Context: an optimization exercise on an open-source flow, tuned for small area and a short achievable clock period. The choices shown serve that exercise and are no tape-out recipe.

== rev 12 ==
==> module normpack, before the edit <==
module normpack(sgn, e, mag, ans);
	input sgn;
	input [7:0] e;
	input [49:0] mag;
	output [31:0] ans;
	reg [5:0] lzc;
	integer i;
	always @(*) begin
		lzc = 6'd50;
		for (i = 0; i < 50; i = i + 1)
			if (mag[i]) lzc = 6'd49 - i;
	end
	wire [49:0] norm = mag << lzc;
	wire [48:0] bl = norm[48:0];	 
	wire zero = ~|mag;
	wire flag = |mag[49:24];
	wire [7:0] ebase = flag ? e + 8'd3 : e + 8'd29;
	wire [7:0] ez = e + 8'd30;
	wire [7:0] eo = zero ? ez : ebase - {2'b0, lzc};
	wire f2 = flag & (|bl[48:26]);
	wire [22:0] x23 = bl[48:26];
	wire r23 = bl[25] & (bl[24] | (|bl[23:2]) | bl[26]);
	wire [22:0] a23;
	assign a23[0] = 1'b1;
	genvar k;
	generate for (k = 1; k < 23; k = k + 1) begin : g23
		assign a23[k] = &x23[k-1:0];
	end endgenerate
	wire [22:0] m23 = x23 ^ (a23 & {23{r23}});
	wire [20:0] w = flag ? bl[22:2] : bl[48:28];
	wire [9:0] x10 = w[20:11];
	wire r10 = w[10] & (w[9] | (|w[8:0]) | w[11]);
	wire [9:0] a10;
	assign a10[0] = 1'b1;
	generate for (k = 1; k < 10; k = k + 1) begin : g10
		assign a10[k] = &x10[k-1:0];
	end endgenerate
	wire [9:0] m10 = x10 ^ (a10 & {10{r10}});
	assign ans = f2 ? {sgn, eo, m23} : {16'b0, sgn, eo[4:0], m10};
endmodule
Settings: LEC_CHECK=0, CAP_MARGIN=20, CORE_MARGIN=2, CORE_UTILIZATION=55, CTS_BUF_LIST=sky130_fd_sc_hd__clkbuf_8, PLACE_DENSITY=0.7, SETUP_SLACK_MARGIN=3.4, SLEW_MARGIN=20; clock period 11.0 ns.
standard.sh (not shown) runs the stock make flow with config.mk's settings and CLKGATE_MAP_FILE= SYNTH_SCRIPT=/design/flow/synth_recipe.tcl, a recipe that flattens the netlist after the stock synthesis.
==> flow/flow/run.sh <==
#!/bin/bash
# Standard ORFS layout with one extra step between synthesis and floorplan:
# flow/polopt.py removes the inverters that Yosys' full-adder extraction leaves
# between adder cells (full adders are self-dual), without changing the logic
# function or any register. Everything else is the standard flow.
set -euo pipefail
R=orfs/results/${FLOW_PLATFORM}/mul_pipe/base
bash standard.sh synth > synth.log 2>&1
cp $R/1_2_yosys.v yosys_netlist.v
python3 flow/polopt.py yosys_netlist.v polopt_netlist.v > polopt.log 2>&1
cp polopt_netlist.v $R/1_2_yosys.v
touch $R/1_2_yosys.v
rm -f $R/1_synth.odb
bash standard.sh > layout.log 2>&1
Other scripts of this flow, unchanged in this note and not shown: flow/flow/polopt.py
Input changes introduced in rev 13 (baseline for comparison: rev 12):
diff --git a/flow/design.v b/flow/design.v
--- a/flow/design.v
+++ b/flow/design.v
@@ -158,21 +158,29 @@
 	genvar k;
 	generate for (k = 1; k < 23; k = k + 1) begin : g23
 		assign a23[k] = &x23[k-1:0];
 	end endgenerate
 	wire [22:0] m23 = x23 ^ (a23 & {23{r23}});
-	wire [20:0] w = flag ? bl[22:2] : bl[48:28];
-	wire [9:0] x10 = w[20:11];
-	wire r10 = w[10] & (w[9] | (|w[8:0]) | w[11]);
-	wire [9:0] a10;
-	assign a10[0] = 1'b1;
-	generate for (k = 1; k < 10; k = k + 1) begin : g10
-		assign a10[k] = &x10[k-1:0];
-	end endgenerate
-	wire [9:0] m10 = x10 ^ (a10 & {10{r10}});
+	wire [9:0] m10a, m10b;
+	round10 ra(bl[48:28], m10a);
+	round10 rb(bl[22:2], m10b);
+	wire [9:0] m10 = flag ? m10b : m10a;
 	assign ans = f2 ? {sgn, eo, m23} : {16'b0, sgn, eo[4:0], m10};
 endmodule
+module round10(w, m);
+	input [20:0] w;
+	output [9:0] m;
+	wire [9:0] x = w[20:11];
+	wire r = w[10] & (w[9] | (|w[8:0]) | w[11]);
+	wire [9:0] a;
+	assign a[0] = 1'b1;
+	genvar k;
+	generate for (k = 1; k < 10; k = k + 1) begin : g
+		assign a[k] = &x[k-1:0];
+	end endgenerate
+	assign m = x ^ (a & {10{r}});
+endmodule
 module mul_lo(a, b, p);
 	input [23:0] a;
 	input [8:0] b;
 	output [32:0] p;
 	wire pp0_0, pp0_1, pp0_2, pp0_3, pp0_4, pp0_5, pp0_6, pp0_7, pp0_8, pp1_0, pp1_1, pp1_2, pp1_3, pp1_4, pp1_5, pp1_6;
[summary]
- Any difference in mean post-synth cell area between rev 12 and rev 13 is small enough to ignore.
- Count of mapped cells out of synthesis: rev 13 vs rev 12, no meaningful difference
- [compare] base=rev 12 new=rev 13: register-to-register path setup slack now sits lower; post-layout instance area now sits at about the same level; fraction of the cycle the final worst path needs now sits higher.
- Sort rev 12 and rev 13 by worst setup slack, ascending, and rev 13 comes first.
- Area added between synthesis and finish in rev 13 is 0.19 points higher than in rev 12
- Looking at rev 12 and rev 13, the filler cell count is a wash.
No functional check of the RTL was part of any run of this note.

static timing again, ports no longer ideal:
Ports are ideal in the flow. The routed layouts listed here were re-timed in OpenROAD. Step 1 (the two cells are an assumption about what drives the block):
set clk [get_ports {clk}]
set_driving_cell -lib_cell sky130_fd_sc_hd__clkbuf_16 $clk
set_driving_cell -lib_cell sky130_fd_sc_hd__buf_2 [delete_from_list [all_inputs] $clk]
Step 2 moves the port delays by t, midway between the first and last clock arrival at a register: inputs arrive t later, outputs are due t later. That takes back most of the time a late clock gives input paths. Slacks: no drivers / after step 1 / after step 2; pairs: no drivers / after step 1.
run | shift t [ns] | setup WS [ns] | slew at the worst register clock pin (ns) | worst data-port slew with drivers (ns)
rev 12 | 0.986 | 3.079 / 2.989 / 2.550 | 0.09 / 0.09 | 0.10
rev 13 | 0.979 | 2.981 / 2.898 / 2.572 | 0.08 / 0.08 | 0.10
After both steps every run listed still meets setup and hold. For rev 12, which loses most, drivers alone change the setup slack by -0.090 ns; drivers and shift together by -0.529 ns.
